From an optimization exercise on the open Yosys and OpenROAD flow, aimed at small area; shortcuts taken in it are not production practice.
In this exercise RTL edits were held to simulation tests only and were not proved equivalent to the original.
Power figures rest on the tool's default switching activity, not on a simulated workload.

==> flow/design.v <==
module mtm_Alu_deserializer (
  input wire clk,
  input wire rst_n,
  input wire sin,
  output reg [31:0] A,
  output reg [31:0] B,
  output reg [7:0] CTL
);
localparam IDLE = 2'd0;
localparam LOAD = 2'd1;
localparam DATA_ERR = 2'd2;
localparam STOP = 2'd3;
reg [7:0] bit_counter;
reg [1:0] state;
reg [98:0] OUT;
reg [7:0] bit_counter_v;
reg [1:0] state_v;
reg [3:0] CRC_v;
reg [98:0] OUT_v;
reg [7:0] CTL_v;
reg [31:0] A_v;
reg [31:0] B_v;
always @(posedge clk) begin
  state_v = state;
  bit_counter_v = bit_counter;
  CRC_v = 4'b0000;
  OUT_v = OUT;
  CTL_v = CTL;
  A_v = A;
  B_v = B;
  if (!rst_n) begin
    state_v = IDLE;
    bit_counter_v = 0;
    CTL_v = 8'b11111111;
    OUT_v = 99'b111111111111111111111111111111111111111111111111111111111111111111111111111111111111111111111111111;
  end
  else begin
    case(state_v)
      IDLE: begin
        if (sin == 0) begin
          bit_counter_v = 97;
          state_v = LOAD;
          OUT_v = {OUT_v,sin};
        end
        else begin
          state_v = IDLE;
        end
      end
      LOAD: begin
        if (bit_counter_v % 11 == 10 && sin == 1) begin
          state_v = LOAD;
        end
        else if (bit_counter_v == 9 && sin == 0) begin
          state_v = DATA_ERR;
          bit_counter_v = 9;
          CTL_v = 8'b11001001;
        end
        else if (bit_counter_v != 9 && bit_counter_v % 11 == 9 && sin == 1) begin
          state_v = DATA_ERR;
          bit_counter_v = 9;
          CTL_v = 8'b11001001;
        end
        else if (bit_counter_v % 11 == 0 && sin == 0) begin
          state_v = DATA_ERR;
          bit_counter_v = 0;
          CTL_v = 8'b11001001;
        end
        else if (bit_counter_v == 0 && sin == 1) begin
          OUT_v = {OUT_v,sin};
          CRC_v = nextCRC4_D68({OUT_v[96:89],OUT_v[85:78],OUT_v[74:67],OUT_v[63:56],OUT_v[52:45],OUT_v[41:34],OUT_v[30:23],OUT_v[19:12],1'b1,OUT_v[7:5]},4'b0000);
          bit_counter_v = 2;
          if (CRC_v == OUT_v[4:1]) begin
            A_v = {OUT_v[96:89],OUT_v[85:78],OUT_v[74:67],OUT_v[63:56]};
            B_v = {OUT_v[52:45],OUT_v[41:34],OUT_v[30:23],OUT_v[19:12]};
            CTL_v = OUT_v[8:1];
            state_v = STOP;
          end
          else begin
            CTL_v = 8'b10100101;
            state_v = DATA_ERR;
          end
        end
        else begin
          OUT_v = {OUT_v,sin};
          bit_counter_v = bit_counter_v - 1;
        end
      end
      DATA_ERR: begin
        if (bit_counter_v > 0) begin
          bit_counter_v = bit_counter_v - 1;
        end
        else begin
          state_v = IDLE;
          CTL_v = 8'b11111111;
        end
      end
      STOP: begin
        if (bit_counter_v > 0) begin
          bit_counter_v = bit_counter_v - 1;
        end
        else begin
          A_v = 32'b11111111111111111111111111111111;
          B_v = 32'b11111111111111111111111111111111;
          CTL_v = 32'b11111111;
          state_v = IDLE;
        end
      end
      endcase
    end
  state <= state_v;
  bit_counter <= bit_counter_v;
  OUT <= OUT_v;
  CTL <= CTL_v;
  A <= A_v;
  B <= B_v;
end
function [3:0] nextCRC4_D68;
  input [67:0] Data;
  input [3:0] crc;
  reg [67:0] d;
  reg [3:0] c;
  reg [3:0] newcrc;
begin
  d = Data;
  c = crc;
  newcrc[0] = d[66] ^ d[64] ^ d[63] ^ d[60] ^ d[56] ^ d[55] ^ d[54] ^ d[53] ^ d[51] ^ d[49] ^ d[48] ^ d[45] ^ d[41] ^ d[40] ^ d[39] ^ d[38] ^ d[36] ^ d[34] ^ d[33] ^ d[30] ^ d[26] ^ d[25] ^ d[24] ^ d[23] ^ d[21] ^ d[19] ^ d[18] ^ d[15] ^ d[11] ^ d[10] ^ d[9] ^ d[8] ^ d[6] ^ d[4] ^ d[3] ^ d[0] ^ c[0] ^ c[2];
  newcrc[1] = d[67] ^ d[66] ^ d[65] ^ d[63] ^ d[61] ^ d[60] ^ d[57] ^ d[53] ^ d[52] ^ d[51] ^ d[50] ^ d[48] ^ d[46] ^ d[45] ^ d[42] ^ d[38] ^ d[37] ^ d[36] ^ d[35] ^ d[33] ^ d[31] ^ d[30] ^ d[27] ^ d[23] ^ d[22] ^ d[21] ^ d[20] ^ d[18] ^ d[16] ^ d[15] ^ d[12] ^ d[8] ^ d[7] ^ d[6] ^ d[5] ^ d[3] ^ d[1] ^ d[0] ^ c[1] ^ c[2] ^ c[3];
  newcrc[2] = d[67] ^ d[66] ^ d[64] ^ d[62] ^ d[61] ^ d[58] ^ d[54] ^ d[53] ^ d[52] ^ d[51] ^ d[49] ^ d[47] ^ d[46] ^ d[43] ^ d[39] ^ d[38] ^ d[37] ^ d[36] ^ d[34] ^ d[32] ^ d[31] ^ d[28] ^ d[24] ^ d[23] ^ d[22] ^ d[21] ^ d[19] ^ d[17] ^ d[16] ^ d[13] ^ d[9] ^ d[8] ^ d[7] ^ d[6] ^ d[4] ^ d[2] ^ d[1] ^ c[0] ^ c[2] ^ c[3];
  newcrc[3] = d[67] ^ d[65] ^ d[63] ^ d[62] ^ d[59] ^ d[55] ^ d[54] ^ d[53] ^ d[52] ^ d[50] ^ d[48] ^ d[47] ^ d[44] ^ d[40] ^ d[39] ^ d[38] ^ d[37] ^ d[35] ^ d[33] ^ d[32] ^ d[29] ^ d[25] ^ d[24] ^ d[23] ^ d[22] ^ d[20] ^ d[18] ^ d[17] ^ d[14] ^ d[10] ^ d[9] ^ d[8] ^ d[7] ^ d[5] ^ d[3] ^ d[2] ^ c[1] ^ c[3];
  nextCRC4_D68 = newcrc;
end
endfunction
    endmodule
module mtm_Alu_core(
  input wire clk,
  input wire rst_n,
  input wire [31:0] A,
  input wire [31:0] B,
  input wire [7:0] CTL,
  output reg [31:0] C,
  output reg [7:0] CTL_out
  );
wire [2:0] OP;
assign OP = CTL[6:4];
localparam  AND = 3'b000;
localparam OR = 3'b001;
localparam ADD = 3'b100;
localparam SUB = 3'b101;
reg cr,of,zr,neg;
reg cr_v,of_v,zr_v,neg_v;
reg [31:0] C_v;
reg [7:0] CTL_out_v;
always @(posedge clk) begin
  cr_v = cr; of_v = of; zr_v = zr; neg_v = neg;
  C_v = C;
  CTL_out_v = CTL_out;
  if (!rst_n) begin
    cr_v = 0; of_v = 0; zr_v = 0; neg_v = 0;
    CTL_out_v = 8'b11111111;
    C_v = 0;
  end
  else if (CTL[7] == 0) begin
    case(OP)
      AND: begin
        C_v = A & B;
        CTL_out_v = {1'b0,cr_v,of_v,zr_v,neg_v,nextCRC3_D36({C_v,1'b0,cr_v,of_v,zr_v,neg_v},4'b0000)};
      end
      OR: begin
        C_v = A | B;
        CTL_out_v = {1'b0,cr_v,of_v,zr_v,neg_v,nextCRC3_D36({C_v,1'b0,cr_v,of_v,zr_v,neg_v},4'b0000)};
      end
      ADD: begin
        {cr_v,C_v} = A + B;
        zr_v = (C_v == 0);
        of_v = ((A[31] == 0 && B[31] == 0 && C_v[31] == 1) || (A[31] == 1 && B[31] == 1 && C_v[31] == 0));
        neg_v = (C_v[31] == 1);
        CTL_out_v = {1'b0,cr_v,of_v,zr_v,neg_v,nextCRC3_D36({C_v,1'b0,cr_v,of_v,zr_v,neg_v},4'b0000)};
      end
      SUB: begin
        {cr_v,C_v} = A - B;
        zr_v = (C_v == 0);
        of_v = ((A[31] == 0 && B[31] == 0 && C_v[31] == 1) || (A[31] == 1 && B[31] == 1 && C_v[31] == 0));
        neg_v = (A < B);
        CTL_out_v = {1'b0,cr_v,of_v,zr_v,neg_v,nextCRC3_D36({C_v,1'b0,cr_v,of_v,zr_v,neg_v},4'b0000)};
      end
      default: begin
        CTL_out_v = 8'b10010011;
      end
    endcase
    end
    else if( CTL == 8'b10100101 || CTL == 8'b11001001) begin
      CTL_out_v = CTL;
    end
    else begin
    cr_v = 0;  
    of_v = 0;
    zr_v = 0;
    neg_v = 0;
    CTL_out_v = 8'b11111111;
    end
  cr <= cr_v; of <= of_v; zr <= zr_v; neg <= neg_v;
  C <= C_v;
  CTL_out <= CTL_out_v;
end
function [2:0] nextCRC3_D36;
  input [35:0] Data;
  input [2:0] crc;
  reg [35:0] d;
  reg [2:0] c;
  reg [2:0] newcrc;
begin
  d = Data;
  c = crc;
  newcrc[0] = d[35] ^ d[32] ^ d[31] ^ d[30] ^ d[28] ^ d[25] ^ d[24] ^ d[23] ^ d[21] ^ d[18] ^ d[17] ^ d[16] ^ d[14] ^ d[11] ^ d[10] ^ d[9] ^ d[7] ^ d[4] ^ d[3] ^ d[2] ^ d[0] ^ c[2];
  newcrc[1] = d[35] ^ d[33] ^ d[30] ^ d[29] ^ d[28] ^ d[26] ^ d[23] ^ d[22] ^ d[21] ^ d[19] ^ d[16] ^ d[15] ^ d[14] ^ d[12] ^ d[9] ^ d[8] ^ d[7] ^ d[5] ^ d[2] ^ d[1] ^ d[0] ^ c[0] ^ c[2];
  newcrc[2] = d[34] ^ d[31] ^ d[30] ^ d[29] ^ d[27] ^ d[24] ^ d[23] ^ d[22] ^ d[20] ^ d[17] ^ d[16] ^ d[15] ^ d[13] ^ d[10] ^ d[9] ^ d[8] ^ d[6] ^ d[3] ^ d[2] ^ d[1] ^ c[1];
  nextCRC3_D36 = newcrc;
end
endfunction
endmodule
module mtm_Alu_serializer(
  input  wire clk,    
  input  wire rst_n,
  input wire [31:0] C,
  input wire [7:0] CTL_out,
  output reg sout
  );
  localparam IDLE = 4'd0;   
  localparam SERIAL_C = 4'd1;
  localparam SERIAL_CTL = 4'd2;
  localparam BEGIN = 4'd3;  
  localparam BEGIN_2 = 4'd4;   
  localparam FINISH = 4'd5;    
  localparam NEXT = 4'd6;
  reg [7:0] bit_counter;
  reg [7:0] byte_counter;
  reg [2:0] state;
  reg [31:0] C_nxt;
  reg [7:0] CTL_nxt;
  reg [7:0] bit_counter_v;
  reg [7:0] byte_counter_v;
  reg [2:0] state_v;
  reg [31:0] C_nxt_v;
  reg [7:0] CTL_nxt_v;
  reg sout_v;
  always @(posedge clk) begin
    bit_counter_v = bit_counter;
    byte_counter_v = byte_counter;
    state_v = state;
    C_nxt_v = C_nxt;
    CTL_nxt_v = CTL_nxt;
    sout_v = sout;
    if (!rst_n) begin
      state_v = IDLE;
      bit_counter_v = 0;
      byte_counter_v = 0;
      CTL_nxt_v = 0;
      C_nxt_v = 0;
      sout_v = 1;
    end
    else begin
      case(state_v)
        IDLE: begin
          if (CTL_out[7] == 0) begin
            state_v = BEGIN;
            C_nxt_v = C;
            CTL_nxt_v = CTL_out;
            byte_counter_v = 5;
            bit_counter_v = 31;
          end
          else if (CTL_out[7:0] == 8'b11001001 || CTL_out[7:0] == 8'b10010011 || CTL_out[7:0] == 8'b10100101) begin
            state_v = BEGIN;
            C_nxt_v = C;
            CTL_nxt_v = CTL_out;
            byte_counter_v = 1;
          end
          else begin
            sout_v = 1;
          end
        end
        BEGIN: begin
          state_v = BEGIN_2;
          sout_v = 0;
          end
        BEGIN_2: begin
          if (byte_counter_v > 1) begin
            sout_v = 0;
            state_v = SERIAL_C;
          end
          else begin
            sout_v = 1;
            state_v = SERIAL_CTL;
            bit_counter_v = 7;
          end
        end
        SERIAL_C: begin
          if ((bit_counter_v+1)% 8 == 1) begin
            sout_v = C_nxt_v[bit_counter_v];
            state_v = FINISH;
            byte_counter_v = byte_counter_v - 1;
            bit_counter_v = bit_counter_v - 1;
          end
          else begin
            sout_v = C_nxt_v[bit_counter_v];
            bit_counter_v = bit_counter_v - 1;
          end
        end
        SERIAL_CTL: begin
          if (bit_counter_v == 0) begin
            sout_v = CTL_nxt_v[bit_counter_v];
            state_v = FINISH;
            byte_counter_v = byte_counter_v - 1;
          end
          else begin
            sout_v = CTL_nxt_v[bit_counter_v];
            bit_counter_v = bit_counter_v - 1;
          end
        end
        FINISH: begin
          sout_v = 1;
          if (byte_counter_v == 0) begin
            state_v = IDLE;
            end
            else
          state_v = BEGIN;
          end
      endcase
    end
    bit_counter <= bit_counter_v;
    byte_counter <= byte_counter_v;
    state <= state_v;
    C_nxt <= C_nxt_v;
    CTL_nxt <= CTL_nxt_v;
    sout <= sout_v;
  end
endmodule
module mtm_Alu (
    input  wire clk,    
    input  wire rst_n,  
    input  wire sin,    
    output wire sout    
);
wire [31:0] A;
wire [31:0] B;
wire [31:0] C;
wire [7:0] CTL;
wire [7:0] CTL_out;
mtm_Alu_deserializer u_mtm_Alu_deserializer(
  .clk    (clk),
  .rst_n  (rst_n),
  .sin (sin),
  .A (A),
  .B  (B),
  .CTL(CTL)
);
mtm_Alu_core u_mtm_Alu_core(
  .clk    (clk),
  .rst_n  (rst_n),
  .A (A),
  .B  (B),
  .CTL(CTL),
  .C(C),
  .CTL_out(CTL_out)
);
mtm_Alu_serializer u_mtm_Alu_serializer(
  .clk(clk),
  .rst_n(rst_n),
  .C(C),
  .CTL_out(CTL_out),
  .sout(sout)
);
endmodule
==> flow/run.sh <==
#!/bin/bash
# synth_recipe.tcl (not shown) runs the flow's synth.tcl, then flattens the netlist and writes it again
# the make line also repeats each setting of config.mk as NAME=value (left out here)
make -C /OpenROAD-flow-scripts/flow DESIGN_CONFIG=/design/flow/config.mk WORK_HOME=/design/flow/orfs CLKGATE_MAP_FILE= SYNTH_SCRIPT=/design/flow/synth_recipe.tcl finish
==> flow/config.mk <==
export PLATFORM = sky130hd
export DESIGN_NAME = mtm_Alu
export DESIGN_NICKNAME = mtm_Alu
export VERILOG_FILES = /design/flow/design.v
export SDC_FILE = /design/flow/constraint.sdc
export NUM_CORES = 4
export LEC_CHECK = 0
export CAP_MARGIN = 20
export CORE_MARGIN = 2
export CORE_UTILIZATION = 40
export PLACE_DENSITY = 0.6
export SLEW_MARGIN = 20
==> flow/constraint.sdc <==
create_clock -name core_clock -period 10.0 [get_ports {clk}]
set_input_delay 2.0000 -clock core_clock [delete_from_list [all_inputs] [get_ports {clk}]]
set_output_delay 2.0000 -clock core_clock [all_outputs]
set_load 0.01 [all_outputs]
==> out/metrics.cfg <==
[routing]
drc_errors = 0
vias = 16558
drtPass1Iterations = 7
wl_per_cell_um = 19.4
vias_per_cell = 5.59
final_antenna_net_count = 0
first_iter_violations = 1320
wl_mm = 57.6

[place]
gp_congestion = 1.02
port_buffers = 3
dp_hpwl_mm = 44.2

[cells_and_area]
drive_gt1_frac = 0.0612
post-route-util = 0.433
syn_to_final_growth_pct = 7.37
final_nets = 2378

[sta]
tightest_slew_ns = 1.12
slew_headroom = 0.254
max_freq_ghz = 0.109
period_share = 0.915
hold_viol_final = 0
fin_tns_setup_ns = 0
setup_viol = 0
rsz0062_at_grt = false
post-route-min-period_ns = 9.15
slew_viol_final = 0
fin_skew_ns = 0.0139

[die]
core_mm2 = 0.0500
top_level_ports = 4
start_util = 0.403
die_h_um = 228
dieArea_mm2 = 0.0522
die_x_um = 228
num_rows = 82

[synthesis]
syn_area_mm2 = 0.0201
synth-edff-count = 64
synth_top_cell_by_area = dfxtp_1
async_flop_share = 0
synth_top_area_frac = 0.217
ys_top_cells_by_count = 284 x nand2_1, 239 x xnor2_1, 218 x dfxtp_1
seq_area_frac_synth = 0.312
synthTopCellsByArea = dfxtp_1 22%, xnor2_1 10%, edfxtp_1 9.5%
synth_cell_types = 91
ys_ff_latch = 282
synth-main-ff-cell = dfxtp_1
postSynthCellCount = 2350
yosys_warnings = 3
synth_fp_nets = 2463
synth.most_common_cell = nand2_1
avgSynthCellArea_um2 = 8.57

[setup_path]
cp-endpoint = u_mtm_Alu_deserializer.OUT[16]$_SDFFE_PN1P_
reg2regPathDepth = 28
reg2reg_from = u_mtm_Alu_deserializer.bit_counter[5]$_SDFFE_PN0P_
max_stage_delay_ns = 0.78
r2r-end = u_mtm_Alu_deserializer.OUT[16]$_SDFFE_PN1P_
crit_path_top_delay_cell = dfxtp_1
crit_type = reg2reg
cpMostUsedCell = ha_1
worstSetupStartpointType = flop
reg2reg_slack_ns = 0.85
critPathArrivalTime_ns = 9.56
critical_path.max_fanout = 47
cp_data_required_time_ns = 10.41
cp-end-kind = flop
crit_path_start = u_mtm_Alu_deserializer.bit_counter[5]$_SDFFE_PN0P_

[clock_network]
cts_buffer_depth = 3
cts-root-buf = clkbuf_16
cts_buffers = 31
clk_pin_slew_ns = 0.06
cts.sinks = 282
post_cts_resized = 0
cts_max_level = 1
cts_hold_buffers = 0
cts_setup_buffers = 0
clock_latency_ns = 0.59
cts_tree = yes

[global_route]
gr-total-overflow = 0
grt_max_degree = 105
grt_first_pass_wirelength_mm = 91.1
grt_pass1_vias = 15699
globalRouteTotalUtil = 0.217
antenna_found_initial = 0

[power_and_ir_drop]
power_leakage_nw = 8.11
cellPowerDensity_mw_per_mm2 = 222
ir_drop_mv = 0.201

[status]
outcome = complete, no violations

[run]
maxCapViolCount = 0

[worst_hold_path]
hold_path.class = reg2reg

-- cells by family (layout without fill, tap and decap cells) --
logic type | after synthesis | in the layout | synth area share
AO/OA/AOI/OAI | 482 | 482 | 0.157
AND/OR/NAND/NOR | 751 | 751 | 0.180
multiplexers | 159 | 159 | 0.0968
XOR/XNOR | 292 | 292 | 0.130
flip-flops | 282 | 282 | 0.312
buffers and inverters | 274 | 213 | 0.0540
adder cells (fa/ha/maj) | 110 | 110 | 0.0691
other | 0 | 1 | 0
-- per-layer routing --
layer  up-vias  wire, um  track usage
li1       8013         -            -
met2       493     26400        0.356
met3       111      2780       0.0232
met1      7941     26400        0.300
met4         0      2010       0.0680
met5         -         0            0
-- final cells by class --
type                            instances  area (um^2)
Fill cell                            4937        28300
Multi-Input combinational cell       1794        12800
Sequential cell                       282         6290
Clock buffer                           41          843
Tap cell                              672          841
Inverter                              137          514
Timing Repair Buffer                   19          173
Clock inverter                         16          155
Antenna cell                            1         2.50
-- report_power, final --
group | total [W] | internal, W | switching (W)
clock network | 0.00112 | 0.000647 | 0.000475
logic | 0.00232 | 0.000953 | 0.00137
registers | 0.00135 | 0.00122 | 0.000136
total | 0.00480 | 0.00282 | 0.00198
-- worst min-delay path by stage --
stage                                                      start                                      endpoint  slack [ns]  cells after the start
floorplan                       u_mtm_Alu_core.C[2]$_SDFFE_PN0P_    u_mtm_Alu_serializer.C_nxt[2]$_SDFFE_PN0P_        0.43                      2
global placement     u_mtm_Alu_serializer.C_nxt[26]$_SDFFE_PN0P_   u_mtm_Alu_serializer.C_nxt[26]$_SDFFE_PN0P_        0.44                      2
detailed placement             u_mtm_Alu_core.C[31]$_SDFFE_PN0P_   u_mtm_Alu_serializer.C_nxt[31]$_SDFFE_PN0P_        0.44                      2
CTS                            u_mtm_Alu_core.C[31]$_SDFFE_PN0P_   u_mtm_Alu_serializer.C_nxt[31]$_SDFFE_PN0P_        0.45                      2
global route                   u_mtm_Alu_core.C[31]$_SDFFE_PN0P_   u_mtm_Alu_serializer.C_nxt[31]$_SDFFE_PN0P_        0.47                      2
finish              u_mtm_Alu_serializer.CTL_nxt[6]$_SDFFE_PN0P_  u_mtm_Alu_serializer.CTL_nxt[6]$_SDFFE_PN0P_        0.45                      2
-- sequential cells by signal (all words and copies together), names as in the netlist, 32 cells and up --
signal	count
u_mtm_Alu_deserializer.A	32
u_mtm_Alu_serializer.C_nxt	32
u_mtm_Alu_deserializer.B	32
u_mtm_Alu_deserializer.OUT	96
u_mtm_Alu_core.C	32
-- per-stage QoR --
stage | worst slack, ns | instances | hold WS, ns | power, W | cell area [um^2]
floorplan | 0.271 | 2350 | 0.429 | 0.00322 | 20100
CTS | 0.967 | 2961 | 0.451 | 0.00480 | 21600
global route | 0.319 | 2961 | 0.468 | 0.00508 | 21600
global placement | 1.28 | 2904 | 0.441 | 0.00364 | 20600
detailed placement | 0.998 | 2904 | 0.442 | 0.00366 | 20600
finish | 0.854 | 2962 | 0.449 | 0.00480 | 21600
-- layout by cell type, fill, tap and decap left out, types with 35 or more instances in the layout --
master	count
o21ai_0	76
dfxtp_1	216
a211oi_1	42
xor2_1	48
inv_1	135
nor2_1	146
nor3_1	50
mux2i_1	116
nor2b_1	35
edfxtp_1	64
nand2_1	283
ha_1	108
nand2b_1	87
a21oi_1	169
xnor2_1	239
-- worst max-delay path: cells and delay by family (launching register included) --
| kind | cells | cell delay [ns] |
|---|---|---|
| muxes | 3 | 0.76 |
| and+or+nand+nor | 7 | 2.07 |
| buffers and inverters | 3 | 0.73 |
| AOI/OAI and AO/OA | 11 | 3.51 |
| DFF | 1 | 0.78 |
| adders and majority gates | 3 | 0.83 |
| xor gates and xnor gates | 1 | 0.27 |

## what the ideal ports hide
In the flow no input, the clock included, has a driving cell. The finished layout below was timed again as built, in two steps.
Step 1, drivers: a clkbuf_16 drives clk and a buf_2 each remaining input, both assumed.
Step 2, shift: input delay + t, output delay - t, t = (earliest + latest rising clock arrival at the registers) / 2. This alone moves slack from input paths to output paths.
a / b / c = ideal ports / drivers / drivers and shift; a / b = the first two.
shift t [ns]: 0.633
setup WS [ns]: 0.854 / 0.854 / 0.854
worst setup path after step 2: register to register
latest minus earliest clock arrival (ns): 0.016 / 0.016
After both steps this run still meets setup and hold. The setup slack of this run moves by 0.000 ns with the drivers and by 0.000 ns with both steps.
